From an optimization exercise on the open Yosys and OpenROAD flow, aimed at small area; shortcuts taken in it are not production practice.
Only simulation tests tie the RTL to the original design; equivalence was not proved.
Power and IR drop assume default switching activity.

==> inputs of 08-05 <==
==> flow/design.v <==
`timescale 1ns/1ns
module TX(input clk, input rst, input in, input run, input [3:0]rate, input tx_request, output [51:0]out, output valid, output ready, output [1:0]cr, output [1:0]mod);
reg m1, m0, c1;
assign mod = {m1, m0};
assign cr = {c1, ~c1 & m1 & m0};
wire m3 = m1 & m0;
wire m2 = m1 & ~m0;
wire nz = m1 | m0;
wire cr_half = ~c1 & ~cr[0];
always @(posedge clk, negedge rst) begin
	if(~rst) begin
		m1 <= 1'b1; m0 <= 1'b1; c1 <= 1'b1;
	end
	else if(tx_request) begin
		m1 <= ~(rate[2] & rate[0]);
		m0 <= ~(rate[3] & rate[0]);
		c1 <= rate[1] | ~rate[0];
	end
end
reg st;               
reg [6:0] scn;        
reg [6:0] d;          
reg [1:0] q;          
reg en, enb;          
wire vr = run & st;
wire fb = scn[6] ^ scn[3];
wire en_n = vr & (cr_half | q != 2'd1);
assign ready = st;
always @(posedge clk, negedge rst) begin
	if(~rst) begin
		st <= 1'b0;
		scn <= 7'h00;
		d <= 7'd0;
		q <= 2'd0;
		en <= 1'b0;
	end
	else begin
		st <= 1'b1;
		en <= en_n;
		if(vr) begin
			scn <= {scn[5:0], ~fb};
			d <= {d[5:0], in ^ fb};
			q <= (q == 2'd3 || (q == 2'd2 && c1)) ? 2'd0 : q + 2'd1;
		end
	end
end
always @(posedge clk) enb <= ~en_n;
wire ea = d[0] ^ d[2] ^ d[3] ^ d[5] ^ d[6];
wire eb = d[0] ^ d[1] ^ d[2] ^ d[3] ^ d[6];
reg r1, r2;
wire qa = q[0] ^ q[1];
wire xa = (cr_half | qa) ? ea : (q[0] | c1) ? r1 : r2;
wire xb = (cr[0] & ~qa) ? ea : eb;
always @(posedge clk) begin
	r1 <= ea;
	r2 <= eb;
end
reg [136:0] ev, od;
wire [136:0] evn, odn;
genvar p;
generate for(p = 0; p < 137; p = p + 1) begin : chain
	if(p == 136) begin
		assign evn[p] = xa;
		assign odn[p] = xb;
	end
	else if(p == 0) begin
		assign evn[p] = m1 ? ev[1] : m0 ? ev[17] : ev[41];
		assign odn[p] = m1 ? od[1] : m0 ? od[17] : od[41];
	end
	else if(p == 48) begin
		assign evn[p] = m1 ? ev[49] : m0 ? ev[65] : ev[89];
		assign odn[p] = m1 ? od[49] : m0 ? od[65] : od[89];
	end
	else if(p == 96) begin
		assign evn[p] = m1 ? ev[97] : m0 ? ev[113] : xa;
		assign odn[p] = m1 ? od[97] : m0 ? od[113] : xb;
	end
	else if(p == 24 || p == 72) begin
		assign evn[p] = m1 ? ev[p+1] : ev[p+17];
		assign odn[p] = m1 ? od[p+1] : od[p+17];
	end
	else if(p == 120) begin
		assign evn[p] = m1 ? ev[p+1] : xa;
		assign odn[p] = m1 ? od[p+1] : xb;
	end
	else if(p == 128) begin
		assign evn[p] = m0 ? ev[p+1] : xa;
		assign odn[p] = m0 ? od[p+1] : xb;
	end
	else if(p == 8 || p == 32 || p == 56 || p == 80 || p == 104) begin
		assign evn[p] = m0 ? ev[p+1] : ev[p+9];
		assign odn[p] = m0 ? od[p+1] : od[p+9];
	end
	else begin
		assign evn[p] = ev[p+1];
		assign odn[p] = od[p+1];
	end
end endgenerate
always @(posedge clk) begin
	ev <= ({137{en}} & evn) | ({137{enb}} & ev);
	od <= ({137{en}} & odn) | ({137{enb}} & od);
end
reg [4:0] g;
reg [2:0] w;
reg vt;
wire oph = m1 ? (m0 ? g[4] & g[0] : g[3] & g[1] & g[0]) : (m0 ? g[2] & g[0] : g[1]);
always @(posedge clk, negedge rst) begin
	if(~rst) begin
		g <= 5'd0;
		w <= 3'd0;
		vt <= 1'b0;
	end
	else begin
		vt <= en & oph;
		if(en) begin
			w <= w + 3'd1;
			if(w == 3'd7) g <= oph ? 5'd0 : g + 5'd1;
		end
	end
end
assign valid = vt;
reg [6:0] pln;        
always @(posedge clk, negedge rst) begin
	if(~rst) pln <= 7'h00;
	else if(en & oph & (w == 3'd0)) pln <= {pln[5:0], ~(pln[6] ^ pln[3])};
end
wire J0 = (w == 3'd1) | (w == 3'd4) | (w == 3'd7);
wire J1 = (w == 3'd2) | (w == 3'd5) | (w == 3'd0);
wire J2 = (w == 3'd3) | (w == 3'd6);
wire [2:0] se0 = {m3 & J1, m3 & J2, ~m3 | J0};
wire [2:0] se2 = {m3 & J1, m3 & J2, m3 & J0};
wire [2:0] so0 = {m3 & J2, m3 ? J0 : m2, m3 ? J1 : ~m2};
wire [2:0] so1 = {m3 ? J2 : m2, m3 & J0, m3 & J1};
wire [2:0] so2 = {m3 & J2, m3 & J0, m3 & J1};
function [7:0] sub(input [5:0] t, input [2:0] s0, input [2:0] s1, input [2:0] s2, input m3, input m1, input nz);
	reg n0, n1, n2, n3, n4, n5;
	begin
		n0 = ~(s0[0] & t[0] | s0[1] & t[1] | s0[2] & t[2]);
		n1 = ~(s1[0] & t[1] | s1[1] & t[2] | s1[2] & t[0]);
		n2 = ~(s2[0] & t[2] | s2[1] & t[0] | s2[2] & t[1]);
		n3 = ~(s0[0] & t[3] | s0[1] & t[4] | s0[2] & t[5]);
		n4 = ~(s1[0] & t[4] | s1[1] & t[5] | s1[2] & t[3]);
		n5 = ~(s2[0] & t[5] | s2[1] & t[3] | s2[2] & t[4]);
		sub = {n0, m3 & n1, m1 & ~(n1 ^ n2), 1'b1, nz & n3, m3 & n4, m1 & ~(n4 ^ n5), nz};
	end
endfunction
genvar k;
generate for(k = 0; k < 3; k = k + 1) begin : subc
	wire [5:0] te = {ev[48*k+40], ev[48*k+32], ev[48*k+24], ev[48*k+16], ev[48*k+8], ev[48*k]};
	wire [5:0] to = {od[48*k+40], od[48*k+32], od[48*k+24], od[48*k+16], od[48*k+8], od[48*k]};
	assign out[8*k+7 -: 8] = sub(te, se0, se0, se2, m3, m1, nz);
	assign out[8*k+31 -: 8] = sub(to, so0, so1, so2, m3, m1, nz);
end endgenerate
wire pt = ~pln[0] ^ (w[2] & w[1]);
assign out[51:48] = {~w[0] & pt, 2'b00, ~w[0]};
endmodule
==> flow/flow/run.sh <==
#!/bin/bash
# ORFS layout as in standard.sh, with three changes:
#  - synthesis maps logic with an area-recovering ABC script (flow/abc_area.script)
#    instead of ORFS's speed script; registers are mapped exactly as before
#  - port buffers use buf_1
#  - the clock tree uses clkbuf_8 with clusters of 20 sinks and no dummy loads
set -euo pipefail
W=$(pwd)
F=$W/flow
# synthesis script: ORFS synth.tcl with the ABC script replaced
python3 - "$FLOW_HOME/scripts/synth.tcl" "$W/synth_area.tcl" "$F/abc_area.script" <<'PY'
import sys
src, dst, script = sys.argv[1:]
s = open(src).read()
a = "  log_cmd abc {*}$abc_args\n"
assert s.count(a) == 1
s = s.replace(a, "  set abc_args [lreplace $abc_args 1 1 %s]\n%s" % (script, a))
open(dst, "w").write(s)
PY
sed "s#source \$::env(SCRIPTS_DIR)/synth.tcl#source $W/synth_area.tcl#" synth_recipe.tcl > synth_top.tcl
grep -q "synth_area.tcl" synth_top.tcl
sed "s#SYNTH_SCRIPT=[^ ]*#SYNTH_SCRIPT=$W/synth_top.tcl#" standard.sh > flow_run.sh
grep -q "synth_top.tcl" flow_run.sh
export BUFFER_PORTS_ARGS="-buffer_cell sky130_fd_sc_hd__buf_1"
export CTS_ARGS="-sink_clustering_enable -repair_clock_nets -dont_use_dummy_load -buf_list sky130_fd_sc_hd__clkbuf_8 -sink_clustering_size 20 -sink_clustering_max_diameter 40"
bash flow_run.sh > flow_run.log 2>&1
==> flow/flow/abc_area.script <==
&get -n
&st
&syn2
&dch
&nf -R 1000 -p -F 16 -C 32 -E 100
&put
==> flow/standard.sh <==
#!/bin/bash
# synth_recipe.tcl (not shown) runs the flow's synth.tcl, then flattens the netlist and writes it again
# the make line also repeats each setting of config.mk as NAME=value (left out here)
make -C /OpenROAD-flow-scripts/flow DESIGN_CONFIG=/design/flow/config.mk WORK_HOME=/design/flow/orfs CLKGATE_MAP_FILE= SYNTH_SCRIPT=/design/flow/synth_recipe.tcl "${@:-finish}"
==> flow/config.mk <==
export PLATFORM = sky130hd
export DESIGN_NAME = TX
export DESIGN_NICKNAME = TX
export VERILOG_FILES = /design/flow/design.v
export SDC_FILE = /design/flow/constraint.sdc
export NUM_CORES = 8
export LEC_CHECK = 0
export CAP_MARGIN = 20
export CORE_MARGIN = 2
export CORE_UTILIZATION = 70
export PLACE_DENSITY = 0.8
export SLEW_MARGIN = 20
==> flow/constraint.sdc <==
create_clock -name core_clock -period 8.0 [get_ports {clk}]
set_input_delay 1.6000 -clock core_clock [delete_from_list [all_inputs] [get_ports {clk}]]
set_output_delay 1.6000 -clock core_clock [all_outputs]
set_load 0.01 [all_outputs]
==> 01-11 (differences from 08-05) <==
==> flow/design.v (replaced) <==
`timescale 1ns/1ns
module TX(input clk, input rst, input in, input run, input [3:0]rate, input tx_request, output [51:0]out, output valid, output ready, output [1:0]cr, output [1:0]mod);
reg m1, m0, c1;
assign mod = {m1, m0};
assign cr = {c1, ~c1 & m1 & m0};
wire m3 = m1 & m0;
wire m2 = m1 & ~m0;
wire nz = m1 | m0;
wire cr_half = ~c1 & ~cr[0];
always @(posedge clk, negedge rst) begin
	if(~rst) begin
		m1 <= 1'b1; m0 <= 1'b1; c1 <= 1'b1;
	end
	else if(tx_request) begin
		m1 <= ~(rate[2] & rate[0]);
		m0 <= ~(rate[3] & rate[0]);
		c1 <= rate[1] | ~rate[0];
	end
end
reg st;               
reg [6:0] scn;        
reg [6:0] d;          
reg [1:0] q;          
reg en, enb;          
wire vr = run & st;
wire fb = scn[6] ^ scn[3];
wire en_n = vr & (cr_half | q != 2'd1);
assign ready = st;
always @(posedge clk, negedge rst) begin
	if(~rst) begin
		st <= 1'b0;
		scn <= 7'h00;
		d <= 7'd0;
		q <= 2'd0;
		en <= 1'b0;
	end
	else begin
		st <= 1'b1;
		en <= en_n;
		if(vr) begin
			scn <= {scn[5:0], ~fb};
			d <= {d[5:0], in ^ fb};
			q <= (q == 2'd3 || (q == 2'd2 && c1)) ? 2'd0 : q + 2'd1;
		end
	end
end
always @(posedge clk) enb <= ~en_n;
wire ea = d[0] ^ d[2] ^ d[3] ^ d[5] ^ d[6];
wire eb = d[0] ^ d[1] ^ d[2] ^ d[3] ^ d[6];
reg r1, r2;
wire qa = q[0] ^ q[1];
wire xa = (cr_half | qa) ? ea : (q[0] | c1) ? r1 : r2;
wire xb = (cr[0] & ~qa) ? ea : eb;
always @(posedge clk) begin
	r1 <= ea;
	r2 <= eb;
end
wire mq0 = ~m1 & ~m0;    
wire mq1 = ~m1 & m0;     
reg [136:0] ev, od;
reg [136:0] evn, odn;
integer p;
always @(*) begin
	evn = {xa, ev[136:1]};
	odn = {xb, od[136:1]};
	if(m2) begin evn[128] = xa; odn[128] = xb; end
	if(mq1) begin evn[120] = xa; odn[120] = xb; end
	if(mq0) begin evn[112] = xa; odn[112] = xb; end
	for(p = 0; p < 2; p = p + 1) begin
		if(m2) begin evn[48*p+32] = ev[48*p+49]; odn[48*p+32] = od[48*p+49]; end
		if(mq1) begin evn[48*p+24] = ev[48*p+57]; odn[48*p+24] = od[48*p+57]; end
		if(mq0) begin evn[48*p+16] = ev[48*p+57]; odn[48*p+16] = od[48*p+57]; end
	end
end
always @(posedge clk) begin
	ev <= {({136{en}} & evn[136:1]) | ({136{enb}} & ev[136:1]), ev[1]};
	od <= {({136{en}} & odn[136:1]) | ({136{enb}} & od[136:1]), od[1]};
end
reg [4:0] g;
reg [2:0] w;
reg vt;
wire w7 = (w == 3'd7);
wire oph = m1 ? (m0 ? g[4] & ~g[3] & ~g[1] : g[4] & g[1] & g[0]) : (m0 ? g[4] : g[1]);
wire [4:0] gn = {g[3:0], ~(g[4] ^ g[1])};
always @(posedge clk, negedge rst) begin
	if(~rst) begin
		g <= 5'd0;
		w <= 3'd0;
		vt <= 1'b0;
	end
	else begin
		vt <= en & oph;
		w <= ({3{en}} & (w + 3'd1)) | ({3{enb}} & w);
		g <= ({5{en & w7}} & (oph ? 5'd0 : gn)) | ({5{enb | ~w7}} & g);
	end
end
assign valid = vt;
reg [6:0] pln;
wire pw = oph & (w == 3'd0);        
always @(posedge clk, negedge rst) begin
	if(~rst) pln <= 7'h00;
	else pln <= ({7{en & pw}} & {pln[5:0], ~(pln[6] ^ pln[3])}) | ({7{enb | ~pw}} & pln);
end
wire J0 = (w == 3'd1) | (w == 3'd4) | (w == 3'd7);
wire J1 = (w == 3'd2) | (w == 3'd5) | (w == 3'd0);
wire J2 = (w == 3'd3) | (w == 3'd6);
wire A0 = m3 & J0, A1 = m3 & J2, A2 = m3 & J1;
wire B0 = m3 & J1, B1 = m3 & J0, B2 = m3 & J2;
wire [2:0] le0 = {A2 | ~m1, A1 | m2, A0};
wire [2:0] le3 = {A2, A1, A0 | ~m3};
wire [2:0] le2 = {A2, A1, A0};
wire [2:0] lo0 = {B2 | ~m3, B1, B0};
wire [2:0] lo1 = {B2, B1, B0 | m2};
wire [2:0] lo2 = {B2, B1, B0};
wire [2:0] lo3 = {B2, B1 | m2, B0 | ~m1};
wire [2:0] lo4 = {B2 | m2, B1, B0};
function [7:0] sub(input [5:0] t, input [2:0] s0, input [2:0] s1, input [2:0] s2, input [2:0] s3, input [2:0] s4, input [2:0] s5, input m3, input m1, input nz);
	reg n0, n1, n2, n3, n4, n5;
	begin
		n0 = ~(s0[0] & t[0] | s0[1] & t[1] | s0[2] & t[2]);
		n1 = ~(s1[0] & t[1] | s1[1] & t[2] | s1[2] & t[0]);
		n2 = ~(s2[0] & t[2] | s2[1] & t[0] | s2[2] & t[1]);
		n3 = ~(s3[0] & t[3] | s3[1] & t[4] | s3[2] & t[5]);
		n4 = ~(s4[0] & t[4] | s4[1] & t[5] | s4[2] & t[3]);
		n5 = ~(s5[0] & t[5] | s5[1] & t[3] | s5[2] & t[4]);
		sub = {n0, m3 & n1, m1 & ~(n1 ^ n2), 1'b1, nz & n3, m3 & n4, m1 & ~(n4 ^ n5), nz};
	end
endfunction
genvar k;
generate for(k = 0; k < 3; k = k + 1) begin : subc
	wire [5:0] te = {ev[48*k+40], ev[48*k+32], ev[48*k+24], ev[48*k+16], ev[48*k+8], ev[48*k]};
	wire [5:0] to = {od[48*k+40], od[48*k+32], od[48*k+24], od[48*k+16], od[48*k+8], od[48*k]};
	assign out[8*k+7 -: 8] = sub(te, le0, le0, le2, le3, le3, le2, m3, m1, nz);
	assign out[8*k+31 -: 8] = sub(to, lo0, lo1, lo2, lo3, lo4, lo2, m3, m1, nz);
end endgenerate
wire pt = ~pln[0] ^ (w[2] & w[1]);
assign out[51:48] = {~w[0] & pt, 2'b00, ~w[0]};
endmodule
--- a/flow/flow/run.sh
+++ b/flow/flow/run.sh
@@ -1,8 +1,10 @@
 #!/bin/bash
-# ORFS layout as in standard.sh, with three changes:
+# ORFS layout as in standard.sh, with these changes:
 #  - synthesis maps logic with an area-recovering ABC script (flow/abc_area.script)
 #    instead of ORFS's speed script; registers are mapped exactly as before
 #  - port buffers use buf_1
-#  - the clock tree uses clkbuf_8 with clusters of 20 sinks and no dummy loads
+#  - the clock tree uses clkbuf_8 with clusters of up to 18 sinks and no dummy loads
+#  - the constant outputs share the tie cells (no tie fanout repair)
+# make's output goes to flow_run.log; ORFS keeps each step's log under orfs/logs.
 set -euo pipefail
 W=$(pwd)
@@ -22,5 +24,6 @@
 sed "s#SYNTH_SCRIPT=[^ ]*#SYNTH_SCRIPT=$W/synth_top.tcl#" standard.sh > flow_run.sh
 grep -q "synth_top.tcl" flow_run.sh
+export SKIP_REPAIR_TIE_FANOUT=1
 export BUFFER_PORTS_ARGS="-buffer_cell sky130_fd_sc_hd__buf_1"
-export CTS_ARGS="-sink_clustering_enable -repair_clock_nets -dont_use_dummy_load -buf_list sky130_fd_sc_hd__clkbuf_8 -sink_clustering_size 20 -sink_clustering_max_diameter 40"
+export CTS_ARGS="-sink_clustering_enable -repair_clock_nets -dont_use_dummy_load -buf_list sky130_fd_sc_hd__clkbuf_8 -sink_clustering_size 18 -sink_clustering_max_diameter 60"
 bash flow_run.sh > flow_run.log 2>&1
==> 11-21 (differences from 08-05) <==
--- a/flow/design.v
+++ b/flow/design.v
@@ -19,10 +19,11 @@
 end
 reg st;               
-reg [6:0] scn;        
+reg [6:0] sc;         
 reg [6:0] d;          
 reg [1:0] q;          
+reg v1;               
 reg en, enb;          
 wire vr = run & st;
-wire fb = scn[6] ^ scn[3];
+wire fb = sc[6] ^ sc[3];
 wire en_n = vr & (cr_half | q != 2'd1);
 assign ready = st;
@@ -30,14 +31,18 @@
 	if(~rst) begin
 		st <= 1'b0;
-		scn <= 7'h00;
+		sc <= 7'h7f;
 		d <= 7'd0;
 		q <= 2'd0;
+		v1 <= 1'b0;
 		en <= 1'b0;
+		enb <= 1'b1;
 	end
 	else begin
 		st <= 1'b1;
+		v1 <= vr;
 		en <= en_n;
+		enb <= ~en_n;
 		if(vr) begin
-			scn <= {scn[5:0], ~fb};
+			sc <= {sc[5:0], fb};
 			d <= {d[5:0], in ^ fb};
 			q <= (q == 2'd3 || (q == 2'd2 && c1)) ? 2'd0 : q + 2'd1;
@@ -45,5 +50,4 @@
 	end
 end
-always @(posedge clk) enb <= ~en_n;
 wire ea = d[0] ^ d[2] ^ d[3] ^ d[5] ^ d[6];
 wire eb = d[0] ^ d[1] ^ d[2] ^ d[3] ^ d[6];
@@ -53,6 +57,8 @@
 wire xb = (cr[0] & ~qa) ? ea : eb;
 always @(posedge clk) begin
-	r1 <= ea;
-	r2 <= eb;
+	if(v1) begin
+		r1 <= ea;
+		r2 <= eb;
+	end
 end
 reg [136:0] ev, od;
@@ -104,5 +110,6 @@
 reg [2:0] w;
 reg vt;
-wire oph = m1 ? (m0 ? g[4] & g[0] : g[3] & g[1] & g[0]) : (m0 ? g[2] & g[0] : g[1]);
+wire [4:0] glast = (mod == 2'd0) ? 5'd2 : (mod == 2'd1) ? 5'd5 : (mod == 2'd2) ? 5'd11 : 5'd17;
+wire oph = (g == glast);
 always @(posedge clk, negedge rst) begin
 	if(~rst) begin
@@ -120,8 +127,8 @@
 end
 assign valid = vt;
-reg [6:0] pln;        
+reg [6:0] pl;
 always @(posedge clk, negedge rst) begin
-	if(~rst) pln <= 7'h00;
-	else if(en & oph & (w == 3'd0)) pln <= {pln[5:0], ~(pln[6] ^ pln[3])};
+	if(~rst) pl <= 7'h7f;
+	else if(en & oph & (w == 3'd0)) pl <= {pl[5:0], pl[6] ^ pl[3]};
 end
 wire J0 = (w == 3'd1) | (w == 3'd4) | (w == 3'd7);
@@ -152,5 +159,5 @@
 	assign out[8*k+31 -: 8] = sub(to, so0, so1, so2, m3, m1, nz);
 end endgenerate
-wire pt = ~pln[0] ^ (w[2] & w[1]);
+wire pt = pl[0] ^ (w[2] & w[1]);
 assign out[51:48] = {~w[0] & pt, 2'b00, ~w[0]};
 endmodule
==> flow/flow/run.sh (replaced) <==
#!/bin/bash
# Standard ORFS layout with smaller port buffers and a leaner clock tree.
set -euo pipefail
export BUFFER_PORTS_ARGS="-buffer_cell sky130_fd_sc_hd__buf_1"
export CTS_ARGS="-sink_clustering_enable -repair_clock_nets -dont_use_dummy_load -buf_list sky130_fd_sc_hd__clkbuf_16 -sink_clustering_size 35 -sink_clustering_max_diameter 70"
bash standard.sh > standard.log 2>&1
removed: flow/flow/abc_area.script
==> 10-28 (differences from 08-05) <==
--- a/flow/flow/run.sh
+++ b/flow/flow/run.sh
@@ -23,4 +23,4 @@
 grep -q "synth_top.tcl" flow_run.sh
 export BUFFER_PORTS_ARGS="-buffer_cell sky130_fd_sc_hd__buf_1"
-export CTS_ARGS="-sink_clustering_enable -repair_clock_nets -dont_use_dummy_load -buf_list sky130_fd_sc_hd__clkbuf_8 -sink_clustering_size 20 -sink_clustering_max_diameter 40"
+export CTS_ARGS="-sink_clustering_enable -repair_clock_nets -dont_use_dummy_load -buf_list sky130_fd_sc_hd__clkbuf_8 -sink_clustering_size 18 -sink_clustering_max_diameter 60"
 bash flow_run.sh > flow_run.log 2>&1
==> qor summary <==
Status: 11-21 finished clean; 01-11 finished clean; 08-05 finished clean; 10-28 finished clean
Power dissipated in sequential cells: 11-21 2.02 mW; 01-11 2.34 mW; 08-05 2.54 mW; 10-28 2.53 mW
Synthesized instance count: 11-21 960; 01-11 850; 08-05 873; 10-28 873
Inst Count DP: 11-21 1151; 01-11 1088; 08-05 1118; 10-28 1118
Flop-to-flop setup slack: 11-21 4880 ps; 01-11 5470 ps; 08-05 4890 ps; 10-28 4880 ps
Synthesized-area fraction occupied by xor and xnor cells: 11-21 1.89%; 01-11 1.73%; 08-05 2.04%; 10-28 2.04%
Multiplexer share of the synthesized area: 11-21 3.97%; 01-11 1.78%; 08-05 2.60%; 10-28 2.60%
Maximum clock skew at final layout: 11-21 44.2 ps; 01-11 41.0 ps; 08-05 23.8 ps; 10-28 41.7 ps
Met3 layer usage reported by global route: 11-21 3.16%; 01-11 4.56%; 08-05 4.55%; 10-28 4.17%
Pre-antenna DRT Iters: 11-21 10; 01-11 6; 08-05 6; 10-28 6
Synthesized-area fraction occupied by adder cells: 11-21 1.10%; 01-11 1.18%; 08-05 1.17%; 10-28 1.17%
Worst path buffer plus inverter count: 11-21 3; 01-11 2; 08-05 3; 10-28 3
Placer congestion estimate: 11-21 0.815; 01-11 0.803; 08-05 0.801; 10-28 0.801
Power density cells: 11-21 302 nW/um2; 01-11 363 nW/um2; 08-05 399 nW/um2; 10-28 387 nW/um2
DP Wirelength: 11-21 13500 um; 01-11 12800 um; 08-05 12800 um; 10-28 12800 um
Synthesized-area fraction occupied by ao, oa, aoi and oai cells: 11-21 26.6%; 01-11 28.6%; 08-05 28.3%; 10-28 28.3%
Switching share of power: 11-21 31.6%; 01-11 33.7%; 08-05 33.8%; 10-28 34.3%

## static timing again, ports no longer ideal
The results above use ideal ports. As a check the final layouts listed here were re-extracted and re-timed, cells and wires unchanged.
Step 1, drivers: a clkbuf_16 drives clk and a buf_2 each remaining input, both assumed.
Step 2 times the ports against the registers' clock, not the clock port: input delays grow and output delays shrink by t, the midpoint of the rising clock arrivals with the driver on.
a / b / c = ideal ports / drivers / drivers and shift; a / b = the first two.
run | t (ns) | setup WS [ns] | worst setup path at the end | worst data-port slew with drivers (ns)
08-05 | 0.557 | 2.442 / 2.404 / 2.961 | register to output | 0.04
01-11 | 0.558 | 2.750 / 2.706 / 3.265 | register to output | 0.03
11-21 | 0.521 | 3.166 / 3.123 / 3.644 | register to output | 0.03
10-28 | 0.565 | 2.449 / 2.411 / 2.976 | register to output | 0.04
After both steps every run listed still meets setup and hold.
